This design comes from an exercise in tuning for small area and a short achievable clock period on the open sky130 flow, not from production work. At most, simulation tests tie the RTL to the original design; equivalence was not proved. No functional check of the RTL was part of runs 1 to 3. Power figures rest on the tool's default switching activity, not on a simulated workload.

===== design.v =====
`timescale 1ns / 1ps
module quant_pre(
    input             clk,
    input             rst,
    input      [31:0] i_max,
    input      [31:0] i_activation,
    output reg [24:0] o_a,      
    output reg [22:0] o_nm,     
    output reg [2:0]  o_sh,     
    output reg        o_big,    
    output reg        o_eq      
);
    wire [7:0] em = i_max[30:23];
    wire [7:0] ea = i_activation[30:23];
    wire [7:0] d  = em - ea;
    wire big  = ea > em;
    wire zero = ea < (em - 8'd8);
    wire eq   = (ea == em);
    always @(posedge clk) begin
        begin
            o_nm  <= ~i_max[22:0];
            o_big <= big;
            o_eq  <= eq & ~zero;
            o_sh  <= eq ? 3'd0 : (d[2:0] - 3'd1);
            if (zero & ~big)
                o_a <= 25'd0;
            else if (eq)
                o_a <= {1'b1, i_activation[22:0], 1'b0};
            else
                o_a <= {2'b01, i_activation[22:0]};
        end
    end
endmodule
`timescale 1ns / 1ps
module quant_divider (
    input  [24:0] i_v,
    input  [22:0] i_nm,       
    output        o_bit,
    output [23:0] o_rem
);
    localparam N = 24;
    localparam L = 5;
    wire [N-1:0] a = i_v[N-1:0];
    wire [N-1:0] b = {1'b0, i_nm};
    wire [N-1:0] g = a & b;
    wire [N-1:0] t = a | b;
    wire [N-1:0] G [0:2*L-1];
    wire [N-1:0] P [0:2*L-1];
    assign G[0] = {g[N-1:1], t[0]};
    assign P[0] = {t[N-1:1], 1'b0};
    genvar l, i;
    generate
        for (l = 0; l < L; l = l + 1) begin : g_up
            for (i = 0; i < N; i = i + 1) begin : g_bit
                if (((i + 1) % (2 << l)) == 0) begin : m
                    assign G[l+1][i] = G[l][i] | (P[l][i] & G[l][i - (1 << l)]);
                    assign P[l+1][i] = P[l][i] & P[l][i - (1 << l)];
                end else begin : k
                    assign G[l+1][i] = G[l][i];
                    assign P[l+1][i] = P[l][i];
                end
            end
        end
        for (l = L - 2; l >= 0; l = l - 1) begin : g_dn
            for (i = 0; i < N; i = i + 1) begin : g_bit
                if (((i + 1) % (2 << l)) == (1 << l) && i > (1 << l)) begin : m
                    assign G[2*L-1-l][i] = G[2*L-2-l][i] | (P[2*L-2-l][i] & G[2*L-2-l][i - (1 << l)]);
                    assign P[2*L-1-l][i] = P[2*L-2-l][i] & P[2*L-2-l][i - (1 << l)];
                end else begin : k
                    assign G[2*L-1-l][i] = G[2*L-2-l][i];
                    assign P[2*L-1-l][i] = P[2*L-2-l][i];
                end
            end
        end
    endgenerate
    wire [N-1:0] cy  = G[2*L-1];               
    wire [N-1:0] cin = {cy[N-2:0], 1'b1};      
    assign o_bit = i_v[24] | cy[N-1];
    assign o_rem = a ^ ({N{o_bit}} & (b ^ cin));
endmodule
`timescale 1ns / 1ps
module quantizer(
    input         clk,
    input         rst,
    input  [31:0] i_max,
    input  [31:0] i_activation,
    output [7:0]  o_index
);
    wire [24:0] a0;
    wire [22:0] mm0;
    wire [2:0]  sh0;
    wire        big0, eq0;
    quant_pre u_quant_pre(
        .clk(clk), .rst(rst), .i_max(i_max), .i_activation(i_activation),
        .o_a(a0), .o_nm(mm0), .o_sh(sh0), .o_big(big0), .o_eq(eq0)
    );
    wire        c1;
    wire [23:0] rem1;
    quant_divider u_step1(.i_v(a0), .i_nm(mm0), .o_bit(c1), .o_rem(rem1));
    wire sat1 = big0 | (eq0 & (a0[23:1] >= ~mm0));
    wire [23:0] rem [1:8];
    wire [22:0] mm  [1:8];
    wire [2:0]  sh  [1:8];
    wire        sat [1:8];
    wire [7:0]  q   [1:8];    
    assign rem[1] = rem1;
    assign mm[1]  = mm0;
    assign sh[1]  = sh0;
    assign sat[1] = sat1;
    assign q[1]   = {7'd0, c1};
    genvar k;
    generate
        for (k = 2; k <= 8; k = k + 1) begin : g_stage
            reg [23:0] r_rem;
            reg [22:0] r_mm;
            reg [2:0]  r_sh;
            reg        r_sat;
            reg [6:0]  r_q;
            always @(posedge clk) begin
                begin
                    r_rem <= rem[k-1];
                    r_mm  <= mm[k-1];
                    r_sh  <= sh[k-1];
                    r_sat <= sat[k-1];
                    r_q   <= q[k-1][6:0];
                end
            end
            wire        c;
            wire [23:0] nrem;
            quant_divider u_step(.i_v({r_rem, 1'b0}), .i_nm(r_mm), .o_bit(c), .o_rem(nrem));
            assign rem[k] = nrem;
            assign mm[k]  = r_mm;
            assign sh[k]  = r_sh;
            assign sat[k] = r_sat;
            assign q[k]   = {r_q, c};
        end
    endgenerate
    wire [7:0] idx = sat[8] ? 8'hff : (q[8] >> sh[8]);
    reg [7:0] r_valid;
    reg [7:0] r_index;
    always @(posedge clk or posedge rst) begin
        if (rst) begin
            r_valid <= 8'd0;
            r_index <= 8'd0;
        end else begin
            r_valid <= {r_valid[6:0], 1'b1};
            r_index <= idx & {8{r_valid[7]}};
        end
    end
    assign o_index = r_index;
endmodule

===== run.sh =====
#!/bin/bash
# synth_recipe.tcl (not shown) runs the flow's synth.tcl, then flattens the netlist and writes it again
# the make line also repeats each setting of config.mk as NAME=value (left out here)
make -C /OpenROAD-flow-scripts/flow DESIGN_CONFIG=/design/flow/config.mk WORK_HOME=/design/flow/orfs CLKGATE_MAP_FILE= SYNTH_SCRIPT=/design/flow/synth_recipe.tcl finish

===== config.mk =====
export PLATFORM = sky130hd
export DESIGN_NAME = quantizer
export DESIGN_NICKNAME = quantizer
export VERILOG_FILES = /design/flow/design.v
export SDC_FILE = /design/flow/constraint.sdc
export NUM_CORES = 4
export LEC_CHECK = 0
export CAP_MARGIN = 20
export CORE_MARGIN = 2
export CORE_UTILIZATION = 60
export CTS_CLUSTER_DIAMETER = 100
export CTS_CLUSTER_SIZE = 30
export SETUP_SLACK_MARGIN = 2.0
export SLEW_MARGIN = 20

===== constraint.sdc =====
create_clock -name core_clock -period 5.0 [get_ports {clk}]
set_input_delay 1.0000 -clock core_clock [delete_from_list [all_inputs] [get_ports {clk}]]
set_output_delay 1.0000 -clock core_clock [all_outputs]
set_load 0.01 [all_outputs]

==> impl_metrics.toml, run 1 <==
[run_status]
status = "complete, no violations"

[power]
power.total_mw = 12.8
power_leakage_nw = 8.95
power.ir.vdd_worst_v = 0.000305
power_per_standard_cell_area_mw_per_mm2 = 578

[synthesis]
syn-instance-count = 1902
syn_area_mm2 = 0.0187
synth-async-reset-ratio_pct = 3.52
synthesis.nets = 2007
syn_avg_cell_area_um2 = 9.85
number_of_enable_flip_flop_cells_after_synthesis = 0
ys_seq_elements = 454
synth-seq-area-share_pct = 49.0
synth_ff_type = "sky130_fd_sc_hd__dfxtp_1"
ys_warn_count = 3
post_synth_num_cell_types = 77

[routing]
drtAntennaViolNets = 0
route.detailed.vias_per_inst = 5.35
totalWireLength_um = 33500
drt_iter0_markers = 550
remaining_drc_errors = 0
detail_route.wl_per_cell_um = 13.7
detailedRoute.firstPassIterationCount = 5
dr_total_vias = 13100

[timing]
max_freq_mhz = 314
final_max_slew_viol_count = 0
slew_headroom_pct = 56.3
setup_violations = 0
timing.setup.tns_ps = 0
final-hold-violation-count = 0
max_slew.worst_pin.slew_ps = 654
post_route_skew_ps = 14.7
grt_setup_unrepaired = "yes"
finalCriticalPeriod_ps = 3180
final.period_utilization_pct = 63.7

[placed_design]
post_detail_place_hpwl_um = 22100
gp_congestion = 0.808
buffer_ports.inserted = 71

[die]
chipWidth_um = 181
placement_rows = 64
ioPinCount = 74
placeableCoreArea_mm2 = 0.0307
initial_core_util_pct = 61.1
fp.dieArea_mm2 = 0.0326
die_height_um = 181

[cts]
cts_max_path_buffers = 3
clockRootBuffer = "sky130_fd_sc_hd__clkbuf_16"
htree_num_levels = 1
clkLatencyLatePin_ps = 520
tritoncts_clock_tree = "done"
cts-buffers-inserted = 19
clkTransAtPathRegs_ps = 110
clock-sinks = 454

[critical_path]
path_class = "register to register"
timing.critical_path.arrival_ps = 3600
critPathCaptureType = "register"
cpMaxStageDelayCell = "sky130_fd_sc_hd__maj3_2"
worstPathRequired_ps = 5420
critical_path.max_fanout = 7
worst_path_most_repeated_cell = "sky130_fd_sc_hd__maj3_2"
timing.critical_path.slowest_cell_delay_ps = 370
worstSetupStartpointType = "register"
critical_path_cell_by_cell = "maj3_2, maj3_2, o221ai_4, a211oi_4, o2111ai_2, nand3_2, maj3_2, maj3_2, buf_6, a21oi_4, buf_6, nor2_2, xor2_1"

[global_routing]
grt_first_pass_wirelength_um = 53600
antenna_found_initial = 0
grt_overflow_total = 0
via_count_of_the_first_global_routing_pass = 12300
global_route.usage.total_pct = 19.1
pin_count_of_the_biggest_net_entering_global_routing = 32

[run]
timing.max_cap.violations = 0

[cells_and_area]
share_of_cells_above_drive_strength_1_pct = 17.7
antenna_cells = 0
signed_area_change_from_the_synthesized_netlist_to_the_final_layout_pct = 18.2
finish.net_count = 2160

[worst_hold_path]
hold_path.class = "register to register"
layer usage:
layer	global-route usage [%]	vias to the layer above	wire length (um)
met5	0	-	0
met3	2.12	58	820
li1	-	6870	-
met1	20.7	6022	13900
met2	37.4	162	17700
met4	7.61	0	1100
state kept, by name, summed over array words and instances (netlist names), 8 cells and up:
name,flops
g_stage.r_mm,161
g_stage.r_rem,168
u_quant_pre.o_a,25
g_stage.r_sh,21
r_valid,8
r_index,8
u_quant_pre.o_nm,23
g_stage.r_q,28
what timing repair did:
action	CTS	global route
gates cloned	7	5
endpoints found under the setup margin	191	187
hold endpoints to repair	0	0
resized for setup	138	173
pin swaps	63	111
hold buffers	0	0
setup buffers	54	27
final cells by class:
class / count / area [um2]
clock buffers: 21 / 483
flip-flops and latches: 454 / 9220
repair buffers: 162 / 1560
clock inverters: 2 / 37.5
fillers: 2265 / 8520
multi-input cells: 1344 / 10100
well taps: 396 / 495
inverters: 74 / 283
synth_stat cells (all sizes together) (9+ instances only):
| master | count | area share (%) |
|---|---|---|
| nor3 | 18 | 0.51 |
| o21ai | 76 | 2.1 |
| nor2 | 175 | 3.5 |
| or2 | 25 | 0.84 |
| o22ai | 34 | 1.2 |
| xnor2 | 173 | 8.1 |
| maj3 | 97 | 5.3 |
| ha | 38 | 2.5 |
| dfxtp | 438 | 47 |
| o211ai | 11 | 0.44 |
| and2 | 19 | 0.63 |
| o22a | 13 | 0.61 |
| xor2 | 130 | 6.1 |
| nor2b | 9 | 0.30 |
| a211oi | 17 | 0.68 |
| inv | 73 | 1.5 |
| nand3 | 15 | 0.40 |
| a21o | 23 | 0.92 |
| buf | 9 | 0.44 |
| a21oi | 128 | 3.6 |
| a31oi | 33 | 1.1 |
| clkbuf | 27 | 0.55 |
| and3 | 9 | 0.30 |
| nand2 | 159 | 3.2 |
| o31ai | 9 | 0.36 |
| o21a | 12 | 0.48 |
| dfrtp | 16 | 2.1 |
kinds of logic (layout without fill, tap and decap cells):
group	Yosys count	count (layout)	synth area share [%]
AND/OR/NAND/NOR	458	463	10.7
other	1	1	0.0200
flip-flops	454	454	49.0
XOR/XNOR	303	303	14.2
multiplexers	8	8	0.441
buffers and inverters	110	259	2.47
AO/OA/AOI/OAI	432	433	15.2
adder cells (fa/ha/maj)	136	136	7.98
through the flow:
step | instances | instance area (um2) | utilization, % | hold WS (ps) | worst slack, ps
floorplan | 1902 | 18800 | - | 310 | 2000
global placement | 2337 | 19800 | 64.5 | 311 | 935
detailed placement | 2337 | 19800 | 64.5 | 312 | 913
CTS | 2421 | 21300 | 69.5 | 328 | 1900
global route | 2453 | 22100 | 72.2 | 338 | 1660
finish | 2453 | 22100 | 72.2 | 327 | 1820
path summary, 6_finish.rpt:
| check | cells past startpoint | startpoint | end | slack [ps] |
|---|---|---|---|---|
| setup / recovery | 13 | g_stage[7].r_mm[1] | g_stage[8].r_rem[12] | 1820 |
| min in group asynchronous | 2 | rst | r_index[5] | 830 |
| setup reg to reg | 13 | g_stage[7].r_mm[1] | g_stage[8].r_rem[12] | 1820 |
| hold reg to reg | 0 | g_stage[7].r_q[1] | g_stage[8].r_q[2] | 330 |
| max in group asynchronous | 2 | rst | r_valid[0] | 3780 |
| hold / removal | 0 | g_stage[7].r_q[1] | g_stage[8].r_q[2] | 330 |
power by group:
group          internal [mW]  total (mW)  switching, mW  leakage, nW
combinational           2.92        5.53           2.61         4.82
clock                  0.708        1.72           1.01        0.248
sequential              4.59        5.56          0.968         3.89
total                   8.22        12.8           4.59         8.95
layout by cell type, fill, tap and decap left out, types with 13 or more instances in the layout:
cell                              instances
sky130_fd_sc_hd__dfxtp_1                408
sky130_fd_sc_hd__xnor2_1                169
sky130_fd_sc_hd__nand2_1                155
sky130_fd_sc_hd__nor2_1                 136
sky130_fd_sc_hd__xor2_1                 130
sky130_fd_sc_hd__a21oi_1                106
sky130_fd_sc_hd__inv_1                   69
sky130_fd_sc_hd__buf_4                   69
sky130_fd_sc_hd__clkdlybuf4s50_1         69
sky130_fd_sc_hd__maj3_1                  50
sky130_fd_sc_hd__maj3_2                  47
sky130_fd_sc_hd__o21ai_0                 46
sky130_fd_sc_hd__ha_1                    38
sky130_fd_sc_hd__a31oi_1                 31
sky130_fd_sc_hd__o22ai_1                 31
sky130_fd_sc_hd__nor2_4                  29
sky130_fd_sc_hd__a21o_1                  23
sky130_fd_sc_hd__dfxtp_2                 23
sky130_fd_sc_hd__or2_2                   22
sky130_fd_sc_hd__clkbuf_16               20
sky130_fd_sc_hd__and2_1                  17
sky130_fd_sc_hd__o21ai_2                 17
sky130_fd_sc_hd__nor3_1                  16
sky130_fd_sc_hd__dfrtp_1                 16
sky130_fd_sc_hd__buf_6                   15
sky130_fd_sc_hd__a21oi_2                 14
sky130_fd_sc_hd__a211oi_1                13
sky130_fd_sc_hd__o22a_1                  13
worst max-delay path, delay by kind of cell, from the launching register on:
| kind | cells | cell delay [ps] |
|---|---|---|
| fa+ha+maj | 4 | 1340 |
| compound gates | 4 | 760 |
| simple gates | 2 | 170 |
| flops | 1 | 340 |
| xor+xnor | 1 | 130 |
| buf+inv | 2 | 330 |
==> run 2, diff against run 1 <==
--- a/config.mk
+++ b/config.mk
@@ -10,5 +10,5 @@
 export CORE_UTILIZATION = 60
 export CTS_CLUSTER_DIAMETER = 100
 export CTS_CLUSTER_SIZE = 30
-export SETUP_SLACK_MARGIN = 2.0
+export SETUP_SLACK_MARGIN = 2.4
 export SLEW_MARGIN = 20
==> run 2 against run 1 <==
- register-to-register slack better by 80 ps
- routed wire length grew 12%
- synthesized cell count unchanged
- still clean on timing, DRC and antenna
- sequential power increased by 2%
- via count increased by 4.0%
- cell area up 8.3%
- synthesized area stayed put
- global-route usage rose by 2.9 points
- clock skew up 18 ps
==> impl_metrics.toml, run 2 <==
[synthesis]
synth-async-reset-ratio_pct = 3.52
synth_ff_type = "sky130_fd_sc_hd__dfxtp_1"
synth-compound-area-share_pct = 15.2
syn_avg_cell_area_um2 = 9.85
syn-instance-count = 1902
yosys.cell_count.top_type = "sky130_fd_sc_hd__dfxtp_1"
post_synth_num_cell_types = 77
synth.largest_area_cell = "sky130_fd_sc_hd__dfxtp_1"
post_synth_xor_area_fraction_pct = 14.2
synth.area.top_cells = "sky130_fd_sc_hd__dfxtp_1 47%, sky130_fd_sc_hd__xnor2_1 8.1%, sky130_fd_sc_hd__xor2_1 6.1%, sky130_fd_sc_hd__maj3_1 4.0%, sky130_fd_sc_hd__nor2_1 3.5%"
ys_seq_elements = 454
number_of_enable_flip_flop_cells_after_synthesis = 0
syn_area_mm2 = 0.0187
synthesis.nets = 2007
synth-seq-area-share_pct = 49.0
post_synth_most_frequent_cells = "438 x sky130_fd_sc_hd__dfxtp_1, 175 x sky130_fd_sc_hd__nor2_1, 173 x sky130_fd_sc_hd__xnor2_1"
ys_warn_count = 3
largest_family_of_logic_cells_by_synthesized_area = "compound AO/OA/AOI/OAI gates"
synth_fa_ha_area_share_pct = 7.98
synth_top_area_share_pct = 46.8
yosys.area_share.simple_pct = 10.7
synth.mux.area_fraction_pct = 0.441

[routing]
dr_total_vias = 13600
route.detailed.vias_per_inst = 5.43
detailedRoute.firstPassIterationCount = 5
drt_iter0_markers = 578
totalWireLength_um = 37400
remaining_drc_errors = 0
drtAntennaViolNets = 0
detail_route.wl_per_cell_um = 14.9

[critical_path]
critical_path.max_fanout = 11
worst_path_most_repeated_cell = "sky130_fd_sc_hd__maj3_2"
cpMaxStageDelayCell = "sky130_fd_sc_hd__maj3_2"
critPathCaptureType = "register"
timing.critical_path.arrival_ps = 3530
path_class = "register to register"
critical_path_cell_by_cell = "maj3_2, maj3_2, o21a_4, o31ai_4, a31oi_4, o221ai_2, a41oi_2, maj3_2, buf_12, a21oi_4, buf_12, nor2_1, xor2_1"
timing.critical_path.slowest_cell_delay_ps = 390
worstSetupStartpointType = "register"
critPathTopFamily = "compound AO/OA/AOI/OAI gates"
worstPathRequired_ps = 5420
worst_path_buf_inv = 2

[power]
swShare_pct = 37.1
power.total_mw = 14.2
power_leakage_nw = 9.81
power.share.combinational_pct = 47.8
power.ir.vdd_worst_v = 0.000325
p_int_mw = 8.94
power_frac_clock_pct = 12.2
p_seq_share_pct = 40.0
power_per_standard_cell_area_mw_per_mm2 = 592
netSwitchingPower_mw = 5.27

[cts]
tritoncts_clock_tree = "done"
clkLatencyLatePin_ps = 540
clockRootBuffer = "sky130_fd_sc_hd__clkbuf_16"
clock-sinks = 454
htree_num_levels = 1
clkTransAtPathRegs_ps = 110
ctsHoldBuffers = 0
cts_max_path_buffers = 3
cts-buffers-inserted = 19

[die]
fp.dieArea_mm2 = 0.0326
chipWidth_um = 181
die_height_um = 181
placeableCoreArea_mm2 = 0.0307
ioPinCount = 74
initial_core_util_pct = 61.1
placement_rows = 64

[timing]
max_slew.worst_pin.slew_ps = 889
grt_setup_unrepaired = "yes"
max_freq_mhz = 322
slew_headroom_pct = 40.7
finalCriticalPeriod_ps = 3100
final-hold-violation-count = 0
finalHoldWorstSlack_ps = 331
setup_violations = 0
final.period_utilization_pct = 62.1
timing.setup.tns_ps = 0
post_route_skew_ps = 32.6
final_max_slew_viol_count = 0

[run_status]
status = "complete, no violations"

[global_routing]
global_route.usage.total_pct = 22.0
antenna_found_initial = 0
via_count_of_the_first_global_routing_pass = 13300
grt_first_pass_wirelength_um = 60700
grt_overflow_total = 0
pin_count_of_the_biggest_net_entering_global_routing = 32

[placed_design]
place.detailed.instances = 2337
post_detail_place_hpwl_um = 22800
gp_congestion = 0.827
buffer_ports.inserted = 71

[cells_and_area]
signed_area_change_from_the_synthesized_netlist_to_the_final_layout_pct = 28.0
antenna_cells = 0
layout.cells.non_filler = 2514
layout.cells.most_common = "sky130_fd_sc_hd__dfxtp_1"
reg.largest.list = "g_stage.r_rem: 168 flops, g_stage.r_mm: 161 flops, g_stage.r_q: 28 flops"
finish.net_count = 2221
max_flop_register = "g_stage.r_rem"
commonest_cells_after_routing_fill_and_taps_aside = "392 x sky130_fd_sc_hd__dfxtp_1, 137 x sky130_fd_sc_hd__xnor2_1, 133 x sky130_fd_sc_hd__nor2_1, 126 x sky130_fd_sc_hd__xor2_1, 105 x sky130_fd_sc_hd__nand2_1"
postLayoutCoreUtil_pct = 78.2
share_of_cells_above_drive_strength_1_pct = 28.8
largest_register_ff_count = 168

[run]
timing.max_cap.violations = 0

[worst_hold_path]
hold_path.class = "register to register"
-- run 2: through the flow --
step	area, um2	setup slack (ps)
3_5_place_dp	20300	1190
6_report	24000	1900
5_1_grt	24000	1770
2_1_floorplan	19400	2100
4_1_cts	23000	1890
3_3_place_gp	20300	1260
-- run 2: cell type report --
| type | count | area, um2 |
|---|---|---|
| fillers | 2005 | 6700 |
| flip-flops and latches | 454 | 9250 |
| clock inverters | 1 | 30.0 |
| inverters | 74 | 303 |
| well taps | 396 | 495 |
| multi-input cells | 1344 | 11100 |
| repair inverters | 1 | 16.3 |
| clock buffers | 22 | 487 |
| repair buffers | 222 | 2260 |
-- run 2: worst paths after layout --
kind	startpoint	end	slack, ps	depth (start not counted)
hold reg to reg	g_stage[7].r_q[1]	g_stage[8].r_q[2]	330	0
hold / removal	g_stage[7].r_q[1]	g_stage[8].r_q[2]	330	0
min in group asynchronous	rst	r_index[0]	830	2
setup / recovery	g_stage[4].r_mm[0]	g_stage[5].r_rem[1]	1900	13
max in group asynchronous	rst	r_valid[4]	3790	2
setup reg to reg	g_stage[4].r_mm[0]	g_stage[5].r_rem[1]	1900	13
-- run 2: per-layer routing --
metal | up-vias | part of all wire, % | global-route usage (%)
met4 | 0 | 4.3 | 9.13
li1 | 6990 | - | -
met5 | - | 0 | 0
met1 | 6376 | 39 | 23.3
met2 | 199 | 55 | 43.7
met3 | 77 | 2.5 | 2.30
-- run 2: cells by family (layout without fill, tap and decap cells) --
| logic type | Yosys count | in the layout |
|---|---|---|
| and+or+nand+nor | 458 | 461 |
| DFF | 454 | 454 |
| AOI/OAI and AO/OA | 432 | 435 |
| xor gates and xnor gates | 303 | 303 |
| adders and majority gates | 136 | 136 |
| buffers and inverters | 110 | 320 |
| muxes | 8 | 8 |
| other | 1 | 1 |
-- run 2: what timing repair did --
action,in CTS,in global routing
pin swaps,143,98
setup buffers,109,31
resized for setup,284,146
setup endpoints to repair,200,200
cloned,13,1
-- run 2: power groups by stage --
stage | registers (mW) | logic, mW | clock network, mW
2_1_floorplan | 5.35 | 3.88 | 0
3_3_place_gp | 5.56 | 4.25 | 0
3_5_place_dp | 5.61 | 4.36 | 0
4_1_cts | 5.59 | 6.00 | 1.79
5_1_grt | 5.82 | 7.37 | 1.92
6_report | 5.68 | 6.78 | 1.74
==> run 3, diff against run 2 <==
--- a/design.v
+++ b/design.v
@@ -43,11 +43,11 @@
     wire [N-1:0] a = i_v[N-1:0];
     wire [N-1:0] b = {1'b0, i_nm};
     wire [N-1:0] g = a & b;
-    wire [N-1:0] t = a | b;
+    wire [N-1:0] p = a ^ b;
     wire [N-1:0] G [0:2*L-1];
     wire [N-1:0] P [0:2*L-1];
-    assign G[0] = {g[N-1:1], t[0]};
-    assign P[0] = {t[N-1:1], 1'b0};
+    assign G[0] = {g[N-1:1], a[0] | b[0]};
+    assign P[0] = {p[N-1:1], 1'b0};
     genvar l, i;
     generate
         for (l = 0; l < L; l = l + 1) begin : g_up
@@ -75,8 +75,9 @@
     endgenerate
     wire [N-1:0] cy  = G[2*L-1];               
     wire [N-1:0] cin = {cy[N-2:0], 1'b1};      
+    wire [N-1:0] d   = p ^ cin;                
     assign o_bit = i_v[24] | cy[N-1];
-    assign o_rem = a ^ ({N{o_bit}} & (b ^ cin));
+    assign o_rem = o_bit ? d : a;
 endmodule
 `timescale 1ns / 1ps
 module quantizer(
@@ -136,15 +137,16 @@
         end
     endgenerate
     wire [7:0] idx = sat[8] ? 8'hff : (q[8] >> sh[8]);
-    reg [7:0] r_valid;
+    reg [3:0] r_cnt;
     reg [7:0] r_index;
     always @(posedge clk or posedge rst) begin
         if (rst) begin
-            r_valid <= 8'd0;
+            r_cnt   <= 4'd0;
             r_index <= 8'd0;
         end else begin
-            r_valid <= {r_valid[6:0], 1'b1};
-            r_index <= idx & {8{r_valid[7]}};
+            if (!r_cnt[3])
+                r_cnt <= r_cnt + 4'd1;
+            r_index <= idx & {8{r_cnt[3]}};
         end
     end
     assign o_index = r_index;
==> flow/run.sh (new file) <==
#!/bin/bash
# The standard ORFS layout, run whole; the only change is the cell used
# for the input and output port buffers (a plain buffer instead of the
# delay buffer the resizer picks by default).
set -euo pipefail
export BUFFER_PORTS_ARGS="-buffer_cell sky130_fd_sc_hd__buf_2"
bash standard.sh > standard.log 2>&1
==> standard.sh (new file) <==
#!/bin/bash
# synth_recipe.tcl (not shown) runs the flow's synth.tcl, then flattens the netlist and writes it again
# the make line also repeats each setting of config.mk as NAME=value (left out here)
make -C /OpenROAD-flow-scripts/flow DESIGN_CONFIG=/design/flow/config.mk WORK_HOME=/design/flow/orfs CLKGATE_MAP_FILE= SYNTH_SCRIPT=/design/flow/synth_recipe.tcl "${@:-finish}"
--- a/config.mk
+++ b/config.mk
@@ -10,5 +10,5 @@
 export CORE_UTILIZATION = 60
 export CTS_CLUSTER_DIAMETER = 100
 export CTS_CLUSTER_SIZE = 30
-export SETUP_SLACK_MARGIN = 2.4
+export SETUP_SLACK_MARGIN = 2.0
 export SLEW_MARGIN = 20
removed: run.sh
==> run 3 against run 2 <==
- sequential cell count shrank 4
- combinational power is 3% lower
- die area up 12%
- clock skew shrank 7.8 ps
- clock power is 3% lower
- global-route usage is 1.3 points lower
- via count decreased by 1.8%
- sequential power is 8.5% lower
- register-to-register slack gained 180 ps
- clock-buffer cell count is 2 lower
- sequential share of layout area up 1.1 points
- critical endpoint is now g_stage[6].r_rem[14]
==> impl_metrics.toml, run 3 <==
[global_routing]
pin_count_of_the_biggest_net_entering_global_routing = 57
grt_overflow_total = 0
antenna_found_initial = 0
via_count_of_the_first_global_routing_pass = 13600
grt_first_pass_wirelength_um = 62900
global_route.usage.total_pct = 20.7

[die]
die_height_um = 191
initial_core_util_pct = 61.0
placement_rows = 68
placeableCoreArea_mm2 = 0.0345
fp.dieArea_mm2 = 0.0367
chipWidth_um = 191
ioPinCount = 74

[cts]
htree_num_levels = 1
tritoncts_clock_tree = "done"
cts-buffers-inserted = 18
clkTransAtPathRegs_ps = 110
clockRootBuffer = "sky130_fd_sc_hd__clkbuf_16"
ctsHoldBuffers = 0
clock-sinks = 450
cts_max_path_buffers = 3
clkLatencyLatePin_ps = 540

[synthesis]
ys_seq_elements = 450
yosys.area_share.simple_pct = 7.43
post_synth_xor_area_fraction_pct = 3.16
syn-instance-count = 1925
number_of_enable_flip_flop_cells_after_synthesis = 0
largest_family_of_logic_cells_by_synthesized_area = "adder cells"
synth.mux.area_fraction_pct = 8.56
yosys.cell_count.top_type = "sky130_fd_sc_hd__dfxtp_1"
post_synth_most_frequent_cells = "438 x sky130_fd_sc_hd__dfxtp_1, 209 x sky130_fd_sc_hd__ha_1, 180 x sky130_fd_sc_hd__inv_1"
synth.largest_area_cell = "sky130_fd_sc_hd__dfxtp_1"
synth.area.top_cells = "sky130_fd_sc_hd__dfxtp_1 42%, sky130_fd_sc_hd__ha_1 12%, sky130_fd_sc_hd__fa_1 8.1%, sky130_fd_sc_hd__mux2i_1 3.5%, sky130_fd_sc_hd__inv_1 3.2%"
syn_area_mm2 = 0.0211
post_synth_num_cell_types = 76
synth-seq-area-share_pct = 43.0
synth_fa_ha_area_share_pct = 20.5
ys_warn_count = 3
synthesis.nets = 2285
synth-async-reset-ratio_pct = 2.67
synth_ff_type = "sky130_fd_sc_hd__dfxtp_1"
syn_avg_cell_area_um2 = 11.0
synth-compound-area-share_pct = 13.0
synth_top_area_share_pct = 41.6

[critical_path]
timing.critical_path.slowest_cell_delay_ps = 470
critPathTopFamily = "compound AO/OA/AOI/OAI gates"
worst_path_buf_inv = 1
worstSetupEndpoint = "g_stage[6].r_rem[14]"
critical_path.max_fanout = 3
regToRegStartpoint = "g_stage[5].r_mm[2]"
crit-reg2reg-capture = "g_stage[6].r_rem[14]"
worstSetupStartpointType = "register"
path_class = "register to register"
startpoint = "g_stage[5].r_mm[2]"
critical_path_cell_by_cell = "ha_1, nor2b_4, o2111ai_4, a21boi_2, buf_4, or2_2, a21o_1, a21oi_2, fa_1, o311a_1, o311ai_1"
worstPathRequired_ps = 5440
critPathCaptureType = "register"
cpMaxStageDelayCell = "sky130_fd_sc_hd__fa_1"
worst_r2r_path_depth = 11
setup.reg_to_reg.worst_slack_ps = 2070
timing.critical_path.arrival_ps = 3370
path_depth = 11

[power]
power.share.combinational_pct = 48.9
swShare_pct = 37.0
power_per_standard_cell_area_mw_per_mm2 = 589
p_seq_share_pct = 38.6
p_int_mw = 8.48
netSwitchingPower_mw = 4.98
power_frac_clock_pct = 12.5
power.ir.vdd_worst_v = 0.000402
power_leakage_nw = 10.4

[placed_design]
placed_cell_area_mm2 = 0.0219
gp_congestion = 0.833
post-place-ws_ps = 1530
place.detailed.instances = 2415
post_detail_place_hpwl_um = 28500
buffer_ports.inserted = 71

[timing]
max_freq_mhz = 342
post_route_skew_ps = 24.8
final.period_utilization_pct = 58.5
final_max_slew_viol_count = 0
finalHoldWorstSlack_ps = 327
grt_setup_unrepaired = "no"
postLayoutSetupSlackWorst_ps = 2070
timing.setup.tns_ps = 0
final-hold-violation-count = 0
max_slew.worst_pin.slew_ps = 887
setup_violations = 0
finalCriticalPeriod_ps = 2930
slew_headroom_pct = 40.7

[cells_and_area]
layout.cell_area.non_filler_mm2 = 0.0229
largest_register_ff_count = 168
max_flop_register = "g_stage.r_rem"
signed_area_change_from_the_synthesized_netlist_to_the_final_layout_pct = 8.41
reg.largest.list = "g_stage.r_rem: 168 flops, g_stage.r_mm: 161 flops, g_stage.r_q: 28 flops"
antenna_cells = 0
fillCellCount = 2770
commonest_cells_after_routing_fill_and_taps_aside = "432 x sky130_fd_sc_hd__dfxtp_1, 206 x sky130_fd_sc_hd__ha_1, 180 x sky130_fd_sc_hd__inv_1, 119 x sky130_fd_sc_hd__a21oi_1, 80 x sky130_fd_sc_hd__fa_1"
layout.cells.most_common = "sky130_fd_sc_hd__dfxtp_1"
finish.net_count = 2359
share_of_cells_above_drive_strength_1_pct = 11.6
layout.cells.non_filler = 2455

[routing]
detail_route.wl_per_cell_um = 15.0
route.detailed.vias_per_inst = 5.46
dr_total_vias = 13400
totalWireLength_um = 36800
remaining_drc_errors = 0
drtAntennaViolNets = 0
drt_iter0_markers = 428
detailedRoute.firstPassIterationCount = 5

[worst_hold_path]
hold_path.class = "register to register"

[run]
timing.max_cap.violations = 0

[run_status]
status = "complete, no violations"
## run 3: cell types whose count changed after synthesis, sizes merged, moves of 39 or more
cell	previous run	this run
nor2	175	52
maj3	97	0
xor2	130	28
nand2b	8	47
xnor2	173	48
inv	73	180
mux2i	6	73
nand2	159	67
mux2	2	88
fa	1	85
ha	38	209
## run 3: layer usage
metal	track usage, %	up-vias	wire [um]
li1	-	6856	-
met1	24.4	6348	16100
met2	39.3	165	19000
met3	2.22	34	982
met4	5.53	0	822
met5	0	-	0
## run 3: logic make-up after synthesis
family | Yosys count
multiplexers | 163
AND/OR/NAND/NOR | 306
adder cells (fa/ha/maj) | 294
AO/OA/AOI/OAI | 405
buffers and inverters | 231
flip-flops | 450
XOR/XNOR | 76
## run 3: worst min-delay path by stage
| stage | startpoint | end | depth (start not counted) |
|---|---|---|---|
| after floorplan | u_quant_pre.o_sh[0] | g_stage[2].r_sh[0] | 0 |
| after global placement | g_stage[6].r_q[1] | g_stage[7].r_q[2] | 0 |
| final | g_stage[5].r_q[1] | g_stage[6].r_q[2] | 0 |
| after detailed placement | g_stage[7].r_q[2] | g_stage[8].r_q[3] | 0 |
| after CTS | g_stage[6].r_sh[0] | g_stage[7].r_sh[0] | 0 |
| after global routing | g_stage[5].r_q[1] | g_stage[6].r_q[2] | 0 |
## run 3: power groups by stage
stage          Combinational (mW)  Clock (mW)  Sequential, mW
2_1_floorplan                5.13           0            5.08
3_3_place_gp                 5.97           0            5.23
3_5_place_dp                 6.21           0            5.26
4_1_cts                      6.41        1.74            5.19
5_1_grt                      7.46        1.87            5.32
6_report                     6.58        1.68            5.20
## run 3: what timing repair did
action,4_1_cts,5_1_grt
gates cloned,2,0
setup endpoints to repair,109,95
resized for setup,28,47
pin swaps,9,21
buffers inserted,6,11
## run 3: layout make-up
class,instances,area [um2],share of cell area (%)
well taps,455,569,2.49
clock inverters,1,16.3,0.0712
inverters,181,679,2.97
clock buffers,20,458,2.00
multi-input cells,1246,11500,50.2
flip-flops and latches,450,9080,39.7
repair buffers,102,592,2.59
## run 3: metrics by stage
stage                     utilization (%)  power [mW]
final                                66.2        13.5
after detailed placement             63.3        11.5
after global routing                 66.2        14.7
after global placement               63.3        11.2
after floorplan                         -        10.2
after CTS                            65.3        13.3
==> run 4, diff against run 3 <==
--- a/design.v
+++ b/design.v
@@ -75,9 +75,8 @@
     endgenerate
     wire [N-1:0] cy  = G[2*L-1];               
     wire [N-1:0] cin = {cy[N-2:0], 1'b1};      
-    wire [N-1:0] d   = p ^ cin;                
     assign o_bit = i_v[24] | cy[N-1];
-    assign o_rem = o_bit ? d : a;
+    assign o_rem = a ^ ({N{o_bit}} & (b ^ cin));
 endmodule
 `timescale 1ns / 1ps
 module quantizer(
--- a/config.mk
+++ b/config.mk
@@ -7,7 +7,7 @@
 export LEC_CHECK = 0
 export CAP_MARGIN = 20
 export CORE_MARGIN = 2
-export CORE_UTILIZATION = 60
+export CORE_UTILIZATION = 70
 export CTS_CLUSTER_DIAMETER = 100
 export CTS_CLUSTER_SIZE = 30
 export SETUP_SLACK_MARGIN = 2.0
==> run 4 against run 3 <==
- hold slack lost 3.2 ps
- routed wire length fell by 12%
- total power decreased by 9.3%
- synthesized area down 6.3%
- sequential power barely moved
- cell area down 7.0%
- via count decreased by 2.4%
- critical path depth did not move
- synthesized cell count up 1.1%
- sequential cell count unchanged
- non-clock buffer count shrank 13
- largest power group unchanged
- highest routed layer unchanged
==> impl_metrics.toml, run 4 <==
[timing]
timing.setup.tns_ps = 0
final_max_slew_viol_count = 0
finalHoldWorstSlack_ps = 324
slew_headroom_pct = 31.0
final-hold-violation-count = 0
max_freq_mhz = 348
grt_setup_unrepaired = "yes"
final.period_utilization_pct = 57.5
finalCriticalPeriod_ps = 2880
postLayoutSetupSlackWorst_ps = 2120
max_slew.worst_pin.slew_ps = 1030
setup_violations = 0
post_route_skew_ps = 28.8

[routing]
detail_route.wl_per_cell_um = 13.4
drt_iter0_markers = 523
remaining_drc_errors = 0
route.detailed.vias_per_inst = 5.42
detailedRoute.firstPassIterationCount = 5
drtAntennaViolNets = 0
dr_total_vias = 13100
totalWireLength_um = 32400

[synthesis]
synth_ff_type = "sky130_fd_sc_hd__dfxtp_1"
post_synth_num_cell_types = 73
syn-instance-count = 1947
syn_avg_cell_area_um2 = 10.1
synth-seq-area-share_pct = 45.9
synth_top_area_share_pct = 44.4
ys_warn_count = 3
synth.largest_area_cell = "sky130_fd_sc_hd__dfxtp_1"
syn_area_mm2 = 0.0198
synthesis.nets = 2229
ys_seq_elements = 450
number_of_enable_flip_flop_cells_after_synthesis = 0
synth-async-reset-ratio_pct = 2.67
post_synth_most_frequent_cells = "438 x sky130_fd_sc_hd__dfxtp_1, 229 x sky130_fd_sc_hd__nand2_1, 223 x sky130_fd_sc_hd__xnor2_1"
synth.area.top_cells = "sky130_fd_sc_hd__dfxtp_1 44%, sky130_fd_sc_hd__ha_1 14%, sky130_fd_sc_hd__xnor2_1 9.9%, sky130_fd_sc_hd__nand2_1 4.4%, sky130_fd_sc_hd__a21oi_1 3.8%"
yosys.cell_count.top_type = "sky130_fd_sc_hd__dfxtp_1"

[power]
power_leakage_nw = 9.54
power.share.combinational_pct = 44.1
power_frac_clock_pct = 13.4
power_per_standard_cell_area_mw_per_mm2 = 574
p_int_mw = 7.83
swShare_pct = 35.9
netSwitchingPower_mw = 4.38
p_seq_share_pct = 42.5
power.ir.vdd_worst_v = 0.000279
power.total_mw = 12.2

[critical_path]
critical_path.max_fanout = 12
path_class = "register to register"
worstPathRequired_ps = 5420
worstSetupStartpointType = "register"
critPathCaptureType = "register"
timing.critical_path.arrival_ps = 3290

[cells_and_area]
layout.cells.most_common = "sky130_fd_sc_hd__dfxtp_1"
largest_register_ff_count = 168
finish.net_count = 2314
antenna_cells = 0
reg.largest.list = "g_stage.r_rem: 168 flops, g_stage.r_mm: 161 flops, g_stage.r_q: 28 flops"
share_of_cells_above_drive_strength_1_pct = 8.46
max_flop_register = "g_stage.r_rem"
commonest_cells_after_routing_fill_and_taps_aside = "437 x sky130_fd_sc_hd__dfxtp_1, 229 x sky130_fd_sc_hd__nand2_1, 223 x sky130_fd_sc_hd__xnor2_1, 214 x sky130_fd_sc_hd__ha_1, 145 x sky130_fd_sc_hd__a21oi_1"
signed_area_change_from_the_synthesized_netlist_to_the_final_layout_pct = 7.62

[die]
chipWidth_um = 172
fp.dieArea_mm2 = 0.0296
die_height_um = 172
placeableCoreArea_mm2 = 0.0278
initial_core_util_pct = 71.1
placement_rows = 61
ioPinCount = 74

[worst_hold_path]
hold_path.class = "register to register"

[global_routing]
grt_overflow_total = 0
via_count_of_the_first_global_routing_pass = 12700
pin_count_of_the_biggest_net_entering_global_routing = 32
global_route.usage.total_pct = 22.1
antenna_found_initial = 0
grt_first_pass_wirelength_um = 54700

[cts]
cts_max_path_buffers = 3
ctsHoldBuffers = 0
clockRootBuffer = "sky130_fd_sc_hd__clkbuf_16"
tritoncts_clock_tree = "done"
cts-buffers-inserted = 18
clkTransAtPathRegs_ps = 100
clkLatencyLatePin_ps = 540
clock-sinks = 450
htree_num_levels = 1

[run_status]
status = "complete, no violations"

[placed_design]
post_detail_place_hpwl_um = 24900
post-place-ws_ps = 1690
gp_congestion = 0.902
buffer_ports.inserted = 71

[run]
timing.max_cap.violations = 0
## run 4: cell count changes after synthesis, moves of 19 or more
cell | before | now
sky130_fd_sc_hd__mux2_1 | 59 | 0
sky130_fd_sc_hd__mux2i_1 | 73 | 8
sky130_fd_sc_hd__nand2_1 | 67 | 229
sky130_fd_sc_hd__nand2b_1 | 47 | 14
sky130_fd_sc_hd__xnor2_1 | 48 | 223
sky130_fd_sc_hd__inv_1 | 180 | 83
sky130_fd_sc_hd__fa_1 | 85 | 1
sky130_fd_sc_hd__o21bai_1 | 3 | 22
sky130_fd_sc_hd__xor2_1 | 28 | 77
sky130_fd_sc_hd__o211ai_1 | 24 | 3
## run 4: path summary, 6_finish.rpt
kind                                startpoint                    to  slack [ps]  depth (start not counted)
hold reg to reg               g_stage[6].r_sat      g_stage[7].r_sat         320                          0
setup / recovery           u_quant_pre.o_nm[1]  g_stage[2].r_rem[22]        2120                         11
hold / removal                g_stage[6].r_sat      g_stage[7].r_sat         320                          0
max in group asynchronous                  rst            r_index[1]        4270                          2
setup reg to reg           u_quant_pre.o_nm[1]  g_stage[2].r_rem[22]        2120                         11
min in group asynchronous                  rst            r_index[2]         440                          2
## run 4: cell type report
class | count | area (um2)
Timing Repair Buffer | 89 | 536
Clock inverter | 1 | 16.3
Clock buffer | 20 | 458
Multi-Input combinational cell | 1390 | 10400
Inverter | 83 | 312
Tap cell | 378 | 473
Fill cell | 1956 | 6520
Sequential cell | 450 | 9070
## run 4: kinds of logic (layout without fill, tap and decap cells)
family,after synthesis,after routing,share of synthesized area (%)
DFF,450,450,45.9
AOI/OAI and AO/OA,386,389,12.8
muxes,11,11,0.633
xor gates and xnor gates,300,300,13.3
buffers and inverters,110,193,2.28
and+or+nand+nor,474,474,11.4
adders and majority gates,216,216,13.7
## run 4: worst max-delay path, stage by stage (launching register included)
cell	delay [ps]
sky130_fd_sc_hd__dfxtp_1	380
sky130_fd_sc_hd__ha_1	290
sky130_fd_sc_hd__o21ai_0	110
sky130_fd_sc_hd__a22oi_1	360
sky130_fd_sc_hd__nand4_1	320
sky130_fd_sc_hd__a31oi_2	280
sky130_fd_sc_hd__o41a_1	200
sky130_fd_sc_hd__nand2_1	160
sky130_fd_sc_hd__o21bai_4	230
sky130_fd_sc_hd__buf_6	190
sky130_fd_sc_hd__o21ai_0	110
sky130_fd_sc_hd__xnor2_1	130
## run 4: power groups by stage
stage,registers (mW),logic [mW],clock network [mW]
final,5.19,5.38,1.63
after global routing,5.30,6.08,1.81
after CTS,5.19,5.28,1.68
after detailed placement,5.27,5.09,0
after global placement,5.24,4.88,0
after floorplan,5.10,4.29,0
## run 4: layer usage
metal	GRT usage (%)	share of wire [%]	vias to the layer above
met5	0	0	-
li1	-	-	6876
met2	42.7	51	188
met1	24.9	43	5955
met4	8.33	3.4	0
met3	2.11	2.7	59
## run 4: metrics by stage
step	util [%]	instances	instance area (um2)
after floorplan	-	1947	19800
after global placement	73.9	2377	20500
after detailed placement	73.9	2377	20500
after CTS	75.9	2404	21100
after global routing	76.5	2411	21300
final	76.5	2411	21300
## run 4: repair_timing
| item | CTS | global route |
|---|---|---|
| setup endpoints to repair | 48 | 90 |
| setup buffers | 4 | 5 |
| pin swaps | 2 | 6 |
| cloned | 2 | 2 |
| gates resized for setup | 7 | 18 |
==> run 5, diff against run 4 <==
--- a/config.mk
+++ b/config.mk
@@ -7,7 +7,7 @@
 export LEC_CHECK = 0
 export CAP_MARGIN = 20
 export CORE_MARGIN = 2
-export CORE_UTILIZATION = 70
+export CORE_UTILIZATION = 60
 export CTS_CLUSTER_DIAMETER = 100
 export CTS_CLUSTER_SIZE = 30
 export SETUP_SLACK_MARGIN = 2.0
==> run 5 against run 4 <==
- sequential share of layout area shrank 0.11 points
- routed wire length shrank 0.28%
- register-to-register slack gained 30 ps
- die area grew 16%
- clock skew shrank 15 ps
==> impl_metrics.toml, run 5 <==
[power]
netSwitchingPower_mw = 4.36
power_leakage_nw = 9.52
power_per_standard_cell_area_mw_per_mm2 = 572
p_seq_share_pct = 42.6
swShare_pct = 35.8
power.share.combinational_pct = 43.8
power.ir.vdd_worst_v = 0.000314
p_int_mw = 7.83
power_frac_clock_pct = 13.6

[run]
timing.max_cap.violations = 0

[synthesis]
yosys.cell_count.top_type = "sky130_fd_sc_hd__dfxtp_1"
syn-instance-count = 1947
ys_warn_count = 3
syn_avg_cell_area_um2 = 10.1
ys_seq_elements = 450
syn_area_mm2 = 0.0198
synth_top_area_share_pct = 44.4
number_of_enable_flip_flop_cells_after_synthesis = 0
synth-seq-area-share_pct = 45.9
synth.area.top_cells = "sky130_fd_sc_hd__dfxtp_1 44%, sky130_fd_sc_hd__ha_1 14%, sky130_fd_sc_hd__xnor2_1 9.9%, sky130_fd_sc_hd__nand2_1 4.4%, sky130_fd_sc_hd__a21oi_1 3.8%"
synthesis.nets = 2229
synth-async-reset-ratio_pct = 2.67
synth.largest_area_cell = "sky130_fd_sc_hd__dfxtp_1"
synth_ff_type = "sky130_fd_sc_hd__dfxtp_1"
post_synth_most_frequent_cells = "438 x sky130_fd_sc_hd__dfxtp_1, 229 x sky130_fd_sc_hd__nand2_1, 223 x sky130_fd_sc_hd__xnor2_1"
post_synth_num_cell_types = 73

[global_routing]
via_count_of_the_first_global_routing_pass = 12400
global_route.usage.total_pct = 19.4
grt_overflow_total = 0
pin_count_of_the_biggest_net_entering_global_routing = 32
antenna_found_initial = 0
grt_first_pass_wirelength_um = 55600

[cells_and_area]
postLayoutCoreUtil_pct = 65.7
antenna_cells = 0
commonest_cells_after_routing_fill_and_taps_aside = "438 x sky130_fd_sc_hd__dfxtp_1, 229 x sky130_fd_sc_hd__nand2_1, 223 x sky130_fd_sc_hd__xnor2_1, 215 x sky130_fd_sc_hd__ha_1, 145 x sky130_fd_sc_hd__a21oi_1"
layout.cells.non_filler = 2472
reg.largest.list = "g_stage.r_rem: 168 flops, g_stage.r_mm: 161 flops, g_stage.r_q: 28 flops"
fillCellCount = 2619
multi_input_area_mm2 = 0.0104
largest_register_ff_count = 168
finish.net_count = 2311
seqCellArea_mm2 = 0.00907
signed_area_change_from_the_synthesized_netlist_to_the_final_layout_pct = 7.89
layout.cells.most_common = "sky130_fd_sc_hd__dfxtp_1"
max_flop_register = "g_stage.r_rem"
share_of_cells_above_drive_strength_1_pct = 8.37

[routing]
drt_iter0_markers = 489
detailedRoute.firstPassIterationCount = 4
remaining_drc_errors = 0
drtAntennaViolNets = 0
dr_total_vias = 12800
detail_route.wl_per_cell_um = 13.1
route.detailed.vias_per_inst = 5.18
totalWireLength_um = 32300

[cts]
clock-sinks = 450
ctsHoldBuffers = 0
htree_num_levels = 1
cts-buffers-inserted = 18
clockRootBuffer = "sky130_fd_sc_hd__clkbuf_16"
clkLatencyLatePin_ps = 530
tritoncts_clock_tree = "done"
clkTransAtPathRegs_ps = 100
cts_max_path_buffers = 3

[placed_design]
post_detail_place_hpwl_um = 25300
gp_congestion = 0.885
buffer_ports.inserted = 71
place.detailed.instances = 2440

[critical_path]
worstSetupStartpointType = "register"
critical_path.max_fanout = 23
path_class = "register to register"
timing.critical_path.arrival_ps = 3270
worstPathRequired_ps = 5420
critPathCaptureType = "register"

[timing]
grt_setup_unrepaired = "no"
max_slew.worst_pin.slew_ps = 1010
final_max_slew_viol_count = 0
setup_violations = 0
final-hold-violation-count = 0
finalHoldWorstSlack_ps = 335
timing.setup.tns_ps = 0
post_route_skew_ps = 13.8
final.period_utilization_pct = 56.9
slew_headroom_pct = 32.5
finalCriticalPeriod_ps = 2840
max_freq_mhz = 352

[run_status]
status = "complete, no violations"

[die]
chipWidth_um = 185
fp.dieArea_mm2 = 0.0344
die_height_um = 185
ioPinCount = 74
placeableCoreArea_mm2 = 0.0325
placement_rows = 66
initial_core_util_pct = 60.9

[worst_hold_path]
hold_path.class = "register to register"
-- run 5: cell counts after synthesis --
No cell type changed its count.
-- run 5: layout make-up --
| type | count | share of cell area, % |
|---|---|---|
| sequential | 450 | 42.6 |
| inverter | 83 | 1.46 |
| multi-input combinational | 1390 | 48.8 |
| timing repair buffer | 86 | 2.29 |
| clock buffer | 21 | 2.27 |
| tap | 442 | 2.59 |
-- run 5: path summary, 6_finish.rpt --
check,from,end,slack [ps],cells after the start
worst max register to register,u_quant_pre.o_nm[9],g_stage[2].r_rem[22],2160,11
worst min register to register,g_stage[3].r_q[1],g_stage[4].r_q[2],340,0
worst min-delay path,g_stage[3].r_q[1],g_stage[4].r_q[2],340,0
max in group asynchronous,rst,r_index[6],4230,2
min in group asynchronous,rst,r_index[0],460,2
worst max-delay path,u_quant_pre.o_nm[9],g_stage[2].r_rem[22],2160,11
-- run 5: stage by stage --
stage	cell area, um2	setup WS [ps]	power [mW]
after floorplan	19800	2010	9.39
after global placement	20600	1700	10.2
after detailed placement	20600	1680	10.4
after CTS	21200	1840	12.2
after global routing	21300	2010	13.2
final	21300	2160	12.2
-- run 5: logic make-up (layout without fill, tap and decap cells) --
family                   count (synthesis)  count (layout)  synth area share (%)
adder cells (fa/ha/maj)                216             216                  13.7
flip-flops                             450             450                  45.9
buffers and inverters                  110             190                  2.28
AND/OR/NAND/NOR                        474             474                  11.4
AO/OA/AOI/OAI                          386             389                  12.8
XOR/XNOR                               300             300                  13.3
multiplexers                            11              11                 0.633
-- run 5: repair_timing --
action | 4_1_cts | 5_1_grt
cloned | 3 | 0
pin swaps | 3 | 5
buffers inserted | 2 | 6
setup endpoints to repair | 46 | 87
endpoints found under the hold margin | 0 | 0
resized for setup | 7 | 14
-- run 5: critical path, stage by stage, from the launching register on --
cell	delay, ps
sky130_fd_sc_hd__dfxtp_1	370
sky130_fd_sc_hd__ha_1	350
sky130_fd_sc_hd__and4_1	250
sky130_fd_sc_hd__and2_1	230
sky130_fd_sc_hd__nand4_1	230
sky130_fd_sc_hd__a31oi_2	270
sky130_fd_sc_hd__o41a_1	230
sky130_fd_sc_hd__nand2_1	150
sky130_fd_sc_hd__o21bai_1	180
sky130_fd_sc_hd__buf_6	210
sky130_fd_sc_hd__o21ai_0	130
sky130_fd_sc_hd__xnor2_1	140
-- run 5: metal layers --
layer | vias up | global-route usage (%) | part of all wire (%)
li1 | 6850 | - | -
met1 | 5761 | 22.6 | 45
met2 | 149 | 36.5 | 50
met3 | 50 | 2.29 | 2.4
met4 | 0 | 6.48 | 3.1
met5 | - | 0 | 0
-- run 5: power groups by stage --
stage | clock (mW) | combinational, mW | sequential, mW
after floorplan | 0 | 4.29 | 5.10
after global placement | 0 | 4.93 | 5.26
after detailed placement | 0 | 5.09 | 5.28
after CTS | 1.72 | 5.27 | 5.20
after global routing | 1.86 | 6.05 | 5.31
final | 1.66 | 5.34 | 5.19
==> run 6, diff against run 5 <==
--- a/config.mk
+++ b/config.mk
@@ -10,5 +10,5 @@
 export CORE_UTILIZATION = 60
 export CTS_CLUSTER_DIAMETER = 100
 export CTS_CLUSTER_SIZE = 30
-export SETUP_SLACK_MARGIN = 2.0
+export SETUP_SLACK_MARGIN = 2.4
 export SLEW_MARGIN = 20
==> run 6 against run 5 <==
- via count rose by 5.2%
- critical path type unchanged
- highest routed layer unchanged
- critical endpoint unchanged
- fmax rose by 7.6%
- global-route usage is 0.72 points higher
- synthesized area stayed put
- first-iteration DRC count increased by 10%
- combinational power up about 20%
- setup slack improved by 200 ps
==> impl_metrics.toml, run 6 <==
[run_status]
status = "complete, no violations"

[synthesis]
ys_warn_count = 3
syn_avg_cell_area_um2 = 10.1
synth-seq-area-share_pct = 45.9
synth-async-reset-ratio_pct = 2.67
post_synth_most_frequent_cells = "438 x sky130_fd_sc_hd__dfxtp_1, 229 x sky130_fd_sc_hd__nand2_1, 223 x sky130_fd_sc_hd__xnor2_1"
synth.area.top_cells = "sky130_fd_sc_hd__dfxtp_1 44%, sky130_fd_sc_hd__ha_1 14%, sky130_fd_sc_hd__xnor2_1 9.9%, sky130_fd_sc_hd__nand2_1 4.4%, sky130_fd_sc_hd__a21oi_1 3.8%"
synth_top_area_share_pct = 44.4
syn_area_mm2 = 0.0198
synth_ff_type = "sky130_fd_sc_hd__dfxtp_1"
synthesis.nets = 2229
syn-instance-count = 1947
post_synth_num_cell_types = 73
synth.largest_area_cell = "sky130_fd_sc_hd__dfxtp_1"
ys_seq_elements = 450
yosys.cell_count.top_type = "sky130_fd_sc_hd__dfxtp_1"
number_of_enable_flip_flop_cells_after_synthesis = 0

[placed_design]
buffer_ports.inserted = 71
gp_congestion = 0.886
post-place-ws_ps = 1650
post_detail_place_hpwl_um = 25100
placed_cell_area_mm2 = 0.0207

[cells_and_area]
layout.cell_area.non_filler_mm2 = 0.0233
largest_register_ff_count = 168
finish.net_count = 2389
signed_area_change_from_the_synthesized_netlist_to_the_final_layout_pct = 18.1
layout.cells.most_common = "sky130_fd_sc_hd__dfxtp_1"
max_flop_register = "g_stage.r_rem"
reg.largest.list = "g_stage.r_rem: 168 flops, g_stage.r_mm: 161 flops, g_stage.r_q: 28 flops"
share_of_cells_above_drive_strength_1_pct = 21.3
antenna_cells = 0
commonest_cells_after_routing_fill_and_taps_aside = "370 x sky130_fd_sc_hd__dfxtp_1, 213 x sky130_fd_sc_hd__nand2_1, 210 x sky130_fd_sc_hd__xnor2_1, 180 x sky130_fd_sc_hd__ha_1, 112 x sky130_fd_sc_hd__a21oi_1"

[critical_path]
regToRegStartpoint = "u_quant_pre.o_a[13]"
timing.critical_path.slowest_cell_delay_ps = 380
critPathTopFamily = "compound AO/OA/AOI/OAI gates"
crit-reg2reg-capture = "g_stage[2].r_rem[22]"
timing.critical_path.arrival_ps = 3070
worstSetupStartpointType = "register"
startpoint = "u_quant_pre.o_a[13]"
path_class = "register to register"
critPathCaptureType = "register"
critical_path_cell_by_cell = "ha_4, and4_1, and2_4, nand4_1, a31oi_2, o41a_1, nand2_2, o21bai_4, buf_12, buf_8, o21ai_0, xnor2_1"
worst_r2r_path_depth = 12
critical_path.max_fanout = 6
worstPathRequired_ps = 5430
worst_path_buf_inv = 2
setup.reg_to_reg.worst_slack_ps = 2360
cpMaxStageDelayCell = "sky130_fd_sc_hd__dfxtp_2"
path_depth = 12

[timing]
final.period_utilization_pct = 52.9
final-hold-violation-count = 0
finalCriticalPeriod_ps = 2640
timing.setup.tns_ps = 0
slew_headroom_pct = 49.0
post_route_skew_ps = 20.0
setup_violations = 0
final_max_slew_viol_count = 0
max_freq_mhz = 378
postLayoutSetupSlackWorst_ps = 2360
grt_setup_unrepaired = "yes"
max_slew.worst_pin.slew_ps = 766

[die]
placement_rows = 66
die_height_um = 185
placeableCoreArea_mm2 = 0.0325
chipWidth_um = 185
ioPinCount = 74
initial_core_util_pct = 60.9
fp.dieArea_mm2 = 0.0344

[worst_hold_path]
whs_path_depth = 0
holdCritStartpoint = "g_stage[7].r_q[3]"
hold_path.class = "register to register"
holdPathEnd = "g_stage[8].r_q[4]"

[routing]
detail_route.wl_per_cell_um = 14.4
drt_iter0_markers = 538
detailedRoute.firstPassIterationCount = 6
totalWireLength_um = 36800
route.detailed.vias_per_inst = 5.29
drtAntennaViolNets = 0
dr_total_vias = 13500
remaining_drc_errors = 0

[global_routing]
global_route.usage.total_pct = 20.1
pin_count_of_the_biggest_net_entering_global_routing = 32
via_count_of_the_first_global_routing_pass = 12900
antenna_found_initial = 0
grt_first_pass_wirelength_um = 57700
grt_overflow_total = 0

[cts]
clockRootBuffer = "sky130_fd_sc_hd__clkbuf_16"
tritoncts_clock_tree = "done"
clock-sinks = 450
cts-buffers-inserted = 18
cts_max_path_buffers = 3
ctsHoldBuffers = 0
htree_num_levels = 1
clkLatencyLatePin_ps = 530
clkTransAtPathRegs_ps = 110

[power]
power.ir.vdd_worst_v = 0.000293
power.total_mw = 13.4
power_leakage_nw = 10.2
power_per_standard_cell_area_mw_per_mm2 = 573

[run]
timing.max_cap.violations = 0
-- run 6: cell type report --
| class | count | area, um2 |
|---|---|---|
| flip-flops and latches | 450 | 9180 |
| clock buffers | 21 | 483 |
| fillers | 2401 | 9120 |
| multi-input cells | 1390 | 11400 |
| well taps | 442 | 553 |
| repair buffers | 164 | 1350 |
| inverters | 83 | 317 |
-- run 6: cell families (layout without fill, tap and decap cells) --
kind of cell / count (synthesis) / in the layout / share of synthesized area [%]
and+or+nand+nor: 474 / 474 / 11.4
DFF: 450 / 450 / 45.9
AOI/OAI and AO/OA: 386 / 389 / 12.8
xor gates and xnor gates: 300 / 300 / 13.3
adders and majority gates: 216 / 216 / 13.7
muxes: 11 / 11 / 0.633
buffers and inverters: 110 / 268 / 2.28
-- run 6: metrics by stage --
step / cells / utilization (%) / hold slack, ps
finish: 2550 / 71.9 / 333
global route: 2550 / 71.9 / 340
CTS: 2508 / 67.9 / 336
detailed placement: 2441 / 63.7 / 312
global placement: 2441 / 63.7 / 310
floorplan: 1947 / - / 310
-- run 6: worst max-delay path by stage --
stage | endpoint | slack [ps]
2_1_floorplan | u_quant_pre.o_a[10] | 2050
3_3_place_gp | r_index[0] | 1660
3_5_place_dp | g_stage[5].r_rem[18] | 1650
4_1_cts | u_quant_pre.o_a[0] | 2340
5_1_grt | g_stage[2].r_rem[22] | 2290
6_report | g_stage[2].r_rem[22] | 2360
-- run 6: per-layer routing --
metal | global-route usage, % | wire length [um] | up-vias
li1 | - | - | 7028
met1 | 22.7 | 15300 | 6212
met2 | 39.7 | 19600 | 179
met3 | 2.47 | 996 | 60
met4 | 4.41 | 852 | 0
met5 | 0 | 0 | -
-- run 6: repair_timing --
| action | 4_1_cts | 5_1_grt |
|---|---|---|
| pin swaps | 39 | 78 |
| gates resized for setup | 94 | 189 |
| buffers inserted | 39 | 37 |
| gates cloned | 7 | 5 |
| endpoints found under the setup margin | 145 | 183 |
-- run 6: where the power goes --
part / internal [mW] / switching [mW]
Sequential: 4.58 / 0.700
Clock: 0.691 / 0.986
Combinational: 3.27 / 3.15
==> run 7, diff against run 6 <==
--- a/config.mk
+++ b/config.mk
@@ -10,5 +10,5 @@
 export CORE_UTILIZATION = 60
 export CTS_CLUSTER_DIAMETER = 100
 export CTS_CLUSTER_SIZE = 30
-export SETUP_SLACK_MARGIN = 2.4
+export SETUP_SLACK_MARGIN = 2.6
 export SLEW_MARGIN = 20
==> run 7 against run 6 <==
- global-route usage grew 1.5 points
- combinational power grew 22%
- first-iteration DRC count grew 0.56%
- die area is the same
- non-clock buffer count grew 57
- via count grew 2.7%
- register-to-register slack lost 100 ps
- clock skew shrank 8.7 ps
- utilization grew 5.4 points
- clock power is essentially flat
==> impl_metrics.toml, run 7 <==
[run_status]
status = "complete, no violations"

[timing]
final-hold-violation-count = 0
slew_headroom_pct = 59.2
post_route_skew_ps = 11.3
timing.setup.tns_ps = 0
postLayoutSetupSlackWorst_ps = 2250
finalCriticalPeriod_ps = 2750
max_freq_mhz = 364
max_slew.worst_pin.slew_ps = 611
final_max_slew_viol_count = 0
grt_setup_unrepaired = "yes"
finalHoldWorstSlack_ps = 331
setup_violations = 0
final.period_utilization_pct = 54.9

[critical_path]
worstSetupStartpointType = "register"
setup.reg_to_reg.worst_slack_ps = 2250
timing.critical_path.arrival_ps = 3170
critPathCaptureType = "register"
critical_path.max_fanout = 5
startpoint = "u_quant_pre.o_a[9]"
crit-reg2reg-capture = "g_stage[2].r_rem[1]"
worstPathRequired_ps = 5420
worst_r2r_path_depth = 11
regToRegStartpoint = "u_quant_pre.o_a[9]"
path_class = "register to register"

[power]
power_leakage_nw = 11.1
swShare_pct = 37.2
power.share.combinational_pct = 52.6
p_seq_share_pct = 36.0
netSwitchingPower_mw = 5.51
p_int_mw = 9.32
power_frac_clock_pct = 11.3
power_per_standard_cell_area_mw_per_mm2 = 591
power.ir.vdd_worst_v = 0.000299

[cells_and_area]
postLayoutCoreUtil_pct = 77.3
share_of_cells_above_drive_strength_1_pct = 31.5
multi_input_area_mm2 = 0.0126
seqCellArea_mm2 = 0.00923
fillCellCount = 2153
antenna_cells = 0
max_flop_register = "g_stage.r_rem"
commonest_cells_after_routing_fill_and_taps_aside = "346 x sky130_fd_sc_hd__dfxtp_1, 178 x sky130_fd_sc_hd__xnor2_1, 167 x sky130_fd_sc_hd__ha_1, 153 x sky130_fd_sc_hd__nand2_1, 103 x sky130_fd_sc_hd__buf_4"
reg.largest.list = "g_stage.r_rem: 168 flops, g_stage.r_mm: 161 flops, g_stage.r_q: 28 flops"
layout.cell_area.non_filler_mm2 = 0.0251
finish.net_count = 2446
signed_area_change_from_the_synthesized_netlist_to_the_final_layout_pct = 26.9
layout.cells.most_common = "sky130_fd_sc_hd__dfxtp_1"
largest_register_ff_count = 168

[cts]
clkLatencyLatePin_ps = 530
clock-sinks = 450
clkTransAtPathRegs_ps = 100
htree_num_levels = 1
ctsHoldBuffers = 0
cts_max_path_buffers = 3
clockRootBuffer = "sky130_fd_sc_hd__clkbuf_16"
cts-buffers-inserted = 18
tritoncts_clock_tree = "done"

[global_routing]
pin_count_of_the_biggest_net_entering_global_routing = 32
antenna_found_initial = 0
via_count_of_the_first_global_routing_pass = 13400
grt_first_pass_wirelength_um = 61100
grt_overflow_total = 0
global_route.usage.total_pct = 21.5

[placed_design]
post_detail_place_hpwl_um = 25200
gp_congestion = 0.892
post-place-ws_ps = 1540
buffer_ports.inserted = 71
placed_cell_area_mm2 = 0.0207

[die]
die_height_um = 185
initial_core_util_pct = 60.9
placement_rows = 66
placeableCoreArea_mm2 = 0.0325
ioPinCount = 74
chipWidth_um = 185
fp.dieArea_mm2 = 0.0344

[synthesis]
synth_ff_type = "sky130_fd_sc_hd__dfxtp_1"
synth.largest_area_cell = "sky130_fd_sc_hd__dfxtp_1"
synth-seq-area-share_pct = 45.9
yosys.cell_count.top_type = "sky130_fd_sc_hd__dfxtp_1"
synthesis.nets = 2229
synth-async-reset-ratio_pct = 2.67
post_synth_num_cell_types = 73
ys_seq_elements = 450
ys_warn_count = 3
synth_top_area_share_pct = 44.4
syn_avg_cell_area_um2 = 10.1
number_of_enable_flip_flop_cells_after_synthesis = 0
post_synth_most_frequent_cells = "438 x sky130_fd_sc_hd__dfxtp_1, 229 x sky130_fd_sc_hd__nand2_1, 223 x sky130_fd_sc_hd__xnor2_1"
synth.area.top_cells = "sky130_fd_sc_hd__dfxtp_1 44%, sky130_fd_sc_hd__ha_1 14%, sky130_fd_sc_hd__xnor2_1 9.9%, sky130_fd_sc_hd__nand2_1 4.4%, sky130_fd_sc_hd__a21oi_1 3.8%"
syn-instance-count = 1947
syn_area_mm2 = 0.0198

[worst_hold_path]
whs_path_depth = 0
holdPathEnd = "g_stage[8].r_sh[1]"
hold_path.class = "register to register"
holdCritStartpoint = "g_stage[7].r_sh[1]"

[routing]
drt_iter0_markers = 541
totalWireLength_um = 40100
drtAntennaViolNets = 0
remaining_drc_errors = 0
detail_route.wl_per_cell_um = 15.4
route.detailed.vias_per_inst = 5.31
dr_total_vias = 13800
detailedRoute.firstPassIterationCount = 5

[run]
timing.max_cap.violations = 0
## run 7: cell counts after synthesis
Identical to the previous run, type by type.
## run 7: worst max-delay path, stage by stage (launching register included)
cell	delay [ps]
sky130_fd_sc_hd__dfxtp_4	380
sky130_fd_sc_hd__ha_4	290
sky130_fd_sc_hd__and4_4	230
sky130_fd_sc_hd__and2_4	170
sky130_fd_sc_hd__nand4_1	240
sky130_fd_sc_hd__a31oi_2	280
sky130_fd_sc_hd__o41a_1	260
sky130_fd_sc_hd__nand2_4	140
sky130_fd_sc_hd__o21bai_4	250
sky130_fd_sc_hd__clkbuf_16	210
sky130_fd_sc_hd__nand2_1	60
sky130_fd_sc_hd__xnor2_1	120
## run 7: layout make-up
type | count | area share, %
Clock buffer | 21 | 1.93
Inverter | 83 | 1.26
Multi-Input combinational cell | 1390 | 50.1
Sequential cell | 450 | 36.8
Tap cell | 442 | 2.21
Timing Repair Buffer | 221 | 7.67
## run 7: through the flow
stage | instances | power, mW
finish | 2607 | 14.8
global placement | 2440 | 10.2
global route | 2607 | 15.8
CTS | 2550 | 13.2
detailed placement | 2440 | 10.4
floorplan | 1947 | 9.43
## run 7: cell families (layout without fill, tap and decap cells)
logic type      after synthesis  in the layout  synth area share [%]
simple gates                474            474                  11.4
xor+xnor                    300            300                  13.3
flops                       450            450                  45.9
fa+ha+maj                   216            216                  13.7
compound gates              386            389                  12.8
buf+inv                     110            325                  2.28
mux                          11             11                 0.633
## run 7: what timing repair did
item,CTS,global route
setup buffers,81,50
gates resized for setup,236,330
pin swaps,85,115
gates cloned,8,7
endpoints found under the setup margin,201,194
## run 7: layer usage
| metal | wire, um | vias up | share of wire, % | global-route usage, % |
|---|---|---|---|---|
| met2 | 21700 | 208 | 54 | 41.8 |
| li1 | - | 7130 | - | - |
| met3 | 860 | 71 | 2.1 | 1.84 |
| met5 | 0 | - | 0 | 0 |
| met1 | 15900 | 6434 | 40 | 23.9 |
| met4 | 1520 | 0 | 3.8 | 9.05 |
## run 7: how the worst max path moves through the flow
stage                            to  cells past startpoint  slack, ps
6_report        g_stage[2].r_rem[1]                     11       2250
3_3_place_gp   g_stage[2].r_rem[22]                     10       1640
4_1_cts        g_stage[3].r_rem[15]                     11       2350
3_5_place_dp   g_stage[2].r_rem[22]                     10       1540
2_1_floorplan   u_quant_pre.o_a[10]                     11       2050
5_1_grt         g_stage[2].r_rem[1]                     11       2240
## run 7: power groups by stage
| stage | clock [mW] | sequential, mW | combinational, mW |
|---|---|---|---|
| 2_1_floorplan | 0 | 5.11 | 4.33 |
| 3_3_place_gp | 0 | 5.26 | 4.95 |
| 3_5_place_dp | 0 | 5.28 | 5.12 |
| 4_1_cts | 1.73 | 5.25 | 6.24 |
| 5_1_grt | 1.85 | 5.46 | 8.52 |
| 6_report | 1.68 | 5.34 | 7.81 |

-- afterwards: timing with drivers on the ports --
Ports are ideal in the flow. The routed layouts listed here were re-timed in OpenROAD.
Step 1: set_driving_cell puts a clkbuf_16 on clk and a buf_2 on each other input, an assumption about the parent block.
Step 2, shift: input delay + t, output delay - t, t = (earliest + latest rising clock arrival at the registers) / 2. This alone moves slack from input paths to output paths.
Slacks: ideal / step 1 / step 2; pairs: ideal / step 1.
run	t, ns	setup slack, ns
run 1	0.564	1.816 / 1.816 / 1.604
run 2	0.570	1.897 / 1.897 / 1.897
run 3	0.587	2.075 / 2.075 / 1.943
run 4	0.572	2.123 / 2.123 / 1.753
run 5	0.579	2.156 / 2.156 / 1.725
run 6	0.572	2.357 / 2.357 / 1.818
run 7	0.579	2.253 / 2.253 / 1.772
After both steps setup and hold are still met in every run listed.
